Source: an optimization exercise on an open RTL-to-GDS flow (aim: small area, a short achievable clock period and few clock cycles). Production flows keep margins and buffers that such runs may drop. No activity file was given, so power comes from the tool's default toggle rates.

// cpu
module cpu(
    input  wire                 clk_in,
    input  wire                 rst_in,
    input  wire                 rdy_in,
    input  wire [ 7:0]          mem_din,
    output reg  [ 7:0]          mem_dout,
    output wire [31:0]          mem_a,
    output reg                  mem_wr
);
    reg [31:0] rf [1:31];
    reg [31:0] A, B, IR;
    reg [31:0] W;          
    reg [14:0] pc;         
    reg [14:0] fpc;        
    reg [1:0]  fstep;      
    reg [17:0] ma;
    assign mem_a = {14'b0, ma};
    reg        iss_f, iss_l, iss_last;
    reg [1:0]  iss_lane;
    reg        cap_f, cap_l, cap_last;
    reg [1:0]  cap_lane;
    reg [1:0]  mrem;       
    reg        dec;        
    reg        ldwb;       
    reg [4:0]  ra;         
    reg        rz;         
    reg        ex_alu, wb_alu, ex_rdnz, ex_sub, ex_arith;
    reg        op_add, op_sll, op_slt, op_sltu, op_xor, op_srx, op_or, op_and;
    reg [4:0]  sh;         
    reg        mis;        
    reg [4:0]  ex_rd;
    reg [2:0]  ex_f3;
    wire rdA = cap_f & (cap_lane == 2'd3);
    wire rdB = cap_f & (cap_lane == 2'd0);
    wire [2:0] f3 = IR[14:12];
    wire [6:0] opc = mem_din[6:0];
    reg is_jb, is_br, is_jalr, is_jal, is_u, is_lui, is_mem, is_st, is_ld, is_alu, is_op, alu_sub, is_sll;
    always @(posedge clk_in) begin
        if (rst_in) begin
            is_jb <= 1'b0; is_br <= 1'b0; is_jalr <= 1'b0; is_jal <= 1'b0;
            is_u <= 1'b0; is_lui <= 1'b0; is_mem <= 1'b0; is_st <= 1'b0;
            is_ld <= 1'b0; is_alu <= 1'b0; is_op <= 1'b0; alu_sub <= 1'b0; is_sll <= 1'b0;
        end else begin
            is_jb   <= rdB & opc[6];                           
            is_br   <= rdB & opc[6] & ~opc[2];
            is_jalr <= rdB & opc[6] & opc[2] & ~opc[3];
            is_jal  <= rdB & opc[6] & opc[3];
            is_u    <= rdB & ~opc[6] & opc[2];                 
            is_lui  <= rdB & ~opc[6] & opc[2] & opc[5];
            is_mem  <= rdB & ~opc[6] & ~opc[4];                
            is_st   <= rdB & ~opc[6] & ~opc[4] & opc[5];
            is_ld   <= rdB & ~opc[6] & ~opc[4] & ~opc[5];
            is_alu  <= rdB & ~opc[6] & opc[4] & ~opc[2];       
            is_op   <= rdB & ~opc[6] & opc[4] & ~opc[2] & opc[5];
  ...
==> flow/config.mk <==
export PLATFORM = sky130hd
export DESIGN_NAME = cpu
export DESIGN_NICKNAME = cpu
export VERILOG_FILES = /design/flow/design.v
export SDC_FILE = /design/flow/constraint.sdc
export NUM_CORES = 4
export LEC_CHECK = 0
export ABC_CLOCK_PERIOD_IN_PS = 3000
export CAP_MARGIN = 20
export CORE_MARGIN = 2
export CORE_UTILIZATION = 40
export PLACE_DENSITY = 0.55
export SETUP_SLACK_MARGIN = 5
export SLEW_MARGIN = 20
export TNS_END_PERCENT = 0
==> flow/constraint.sdc <==
create_clock -name core_clock -period 10.0 [get_ports {clk_in}]
set_input_delay 2.0000 -clock core_clock [delete_from_list [all_inputs] [get_ports {clk_in}]]
set_output_delay 2.0000 -clock core_clock [all_outputs]
set_load 0.01 [all_outputs]
standard.sh (not shown) runs the stock make flow with config.mk's settings and CLKGATE_MAP_FILE= SYNTH_SCRIPT=/design/flow/synth_recipe.tcl, a recipe that flattens the netlist after the stock synthesis.
==> flow/flow/run.sh <==
#!/bin/bash
# The standard layout, with faster port buffers and a repair that aims
# further below the clock period. Make's output goes to flow.log.
set -euo pipefail
bash standard.sh "BUFFER_PORTS_ARGS=-buffer_cell sky130_fd_sc_hd__buf_4" \
    SETUP_SLACK_MARGIN=7 finish > flow.log 2>&1
The baseline finished with timing, DRC and antenna clean.
Edit:
--- a/flow/design.v
+++ b/flow/design.v
@@ -57,22 +57,21 @@
                        ((opc[5] & IR[30] & IR[14:12] == 3'b000) | IR[14:13] == 2'b01);
         end
     end
     wire eq  = (A == B);
     wire ltu = (A < B);
     wire lt  = (A[31] ^ B[31]) ? A[31] : ltu;
     wire cond = (f3[2] ? (f3[1] ? ltu : lt) : eq) ^ f3[0];
     wire [11:0] imm12 = is_st ? {IR[31:25], IR[11:7]} : IR[31:20];
     wire [17:0] addr  = A[17:0] + {{6{imm12[11]}}, imm12};
-    wire [14:0] ptgt  = pc + {IR[16:12], IR[20], IR[30:22]};
-    wire [14:0] btgt0 = pc + {{4{IR[31]}}, IR[31], 1'b0, IR[30:25], IR[11:9]};
-    wire [14:0] btgt  = mem_din[7] ? {btgt0[14:9] + 6'd1, btgt0[8:0]} : btgt0;
-    wire        early = rdB & mem_din[6] & ~mem_din[2];
+    wire [14:0] poff  = is_jal ? {IR[16:12], IR[20], IR[30:22]}
+                               : {{4{IR[31]}}, IR[31], IR[7], IR[30:25], IR[11:9]};
+    wire [14:0] ptgt  = pc + poff;
     wire [14:0] pnext = pc + 15'd1;
     wire [14:0] target = is_jalr ? addr[16:2] : ptgt;
     reg  [31:0] ldext;
     always @(*) begin
         case (ex_f3)
             3'b000: ldext = {{24{B[31]}}, B[31:24]};
             3'b100: ldext = {24'b0, B[31:24]};
             3'b001: ldext = {{16{B[31]}}, B[31:16]};
             3'b101: ldext = {16'b0, B[31:16]};
@@ -90,19 +89,19 @@
             .op_xor(op_xor), .op_srx(op_srx), .op_or(op_or), .op_and(op_and),
             .sub(ex_sub), .arith(ex_arith), .sh(sh), .a(A), .b(B), .c(alu_c));
     always @(posedge clk_in)
         W <= alu_c;
     function [31:0] rev(input [31:0] x);
         integer i;
         for (i = 0; i < 32; i = i + 1) rev[i] = x[31 - i];
     endfunction
     always @(posedge clk_in) begin
-        if (cap_f & ~mis) IR[8*cap_lane +: 8] <= mem_din;
+        if (cap_f) IR[8*cap_lane +: 8] <= mem_din;
         if (cap_f & cap_lane == 2'd2) begin
             ra <= {mem_din[3:0], IR[15]};
             rz <= {mem_din[3:0], IR[15]} == 5'd0;
         end else if (rdA) begin
             ra <= {mem_din[0], IR[23:20]};
             rz <= {mem_din[0], IR[23:20]} == 5'd0;
         end
         if (rdA) A <= rdata;
         else if (is_u) A <= is_lui ? 32'b0 : {15'b0, pc, 2'b00};
@@ -147,52 +146,47 @@
             dec <= rdB;
             ldwb <= cap_l & cap_last;
             ex_alu <= dec & ~is_mem & ~is_br;
             wb_alu <= ex_alu;
             if (dec) ex_rdnz <= (IR[11:7] != 5'd0);
             if (fstep == 2'd3 & mrem == 2'd0) begin
                 pc <= fpc;
                 fpc <= fpc + 15'd1;
             end
-            if (dec & ~is_br) begin
+            if (dec) begin
                 if (is_jb) begin
                     ma <= {1'b0, target, 2'b01};
                     iss_f <= 1'b1; iss_lane <= 2'd1; iss_l <= 1'b0;
                     fpc <= target; fstep <= 2'd1;
                 end else if (is_mem) begin
                     ma <= addr;
                     mem_wr <= is_st;
                     iss_f <= 1'b0; iss_l <= is_ld;
                     iss_last <= (f3[1:0] == 2'b00);
                     mrem <= {f3[1], f3[1] | f3[0]};
                 end else begin
                     ma[1:0] <= 2'd3;
                     iss_lane <= 2'd3;
                     fstep <= 2'd3;
                 end
             end else if (mis) begin
-                ma <= {1'b0, pnext, 2'b10};
-                iss_lane <= 2'd2;
-                fpc <= pnext; fstep <= 2'd2;
+                ma <= {1'b0, pnext, 2'b11};
+                iss_lane <= 2'd3;
+                fpc <= pnext; fstep <= 2'd3;
             end else if (mrem != 2'd0) begin
                 ma[1:0] <= ma[1:0] + 2'd1;
                 mrem <= mrem - 2'd1;
                 iss_last <= (mrem == 2'd1);
             end else begin
                 ma <= {1'b0, fpc, fstep + 2'd1};
                 mem_wr <= 1'b0;
                 iss_f <= 1'b1; iss_lane <= fstep + 2'd1; iss_l <= 1'b0;
                 fstep <= fstep + 2'd1;
-            end
-            if (early) begin
-                ma[16:0] <= {btgt, 2'b01};
-                iss_lane <= 2'd1;
-                fpc <= btgt; fstep <= 2'd1;
             end
         end
     end
 endmodule
 module alu(
     input  wire        op_add, op_sll, op_slt, op_sltu, op_xor, op_srx, op_or, op_and,
     input  wire        sub,     
     input  wire        arith,   
     input  wire [4:0]  sh,      
- The changed run completed with no timing, DRC or antenna violations
- sequential power climbs by about 2%
- critical path depth is unchanged
- synthesized area drops by 1.2%
- total power climbs by 4.9%
- worst setup slack barely changes
- final area drops by 1.1%
- count of clock-buffer cells in the layout drops by 3
- first-iteration DRC count drops by 3.6%
- maximum frequency barely changes
- sequential cell count climbs by 1
- non-clock buffer count climbs by 9
- global-route usage drops by 0.37 points
No run of this note included a check of the RTL's function; only the layout flow was run.

static timing again, ports no longer ideal:
How much do the figures lean on ideal ports? The routed layouts below were timed once more, with nothing changed but the port constraints.
Step 1 sets driving cells, clkbuf_16 on the clock port and buf_2 on the other inputs (assumed; they add their load-dependent delay and slew).
Step 2 moves the port delays by t, midway between the first and last clock arrival at a register: inputs arrive t later, outputs are due t later. That takes back most of the time a late clock gives input paths.
a / b / c = ideal ports / drivers / drivers and shift; a / b = the first two.
| run | shift t [ns] | slack for setup (ns) | latest minus earliest clock arrival (ns) | worst data-port slew with drivers (ns) |
|---|---|---|---|---|
| the first run | 0.839 | 6.447 / 6.447 / 6.279 | 0.030 / 0.029 | 0.04 |
| the second run | 0.823 | 6.448 / 6.448 / 6.430 | 0.057 / 0.058 | 0.03 |
After both steps setup and hold are still met in every run listed. For the first run, which loses most, drivers alone change the setup slack by 0.000 ns; drivers and shift together by -0.168 ns.
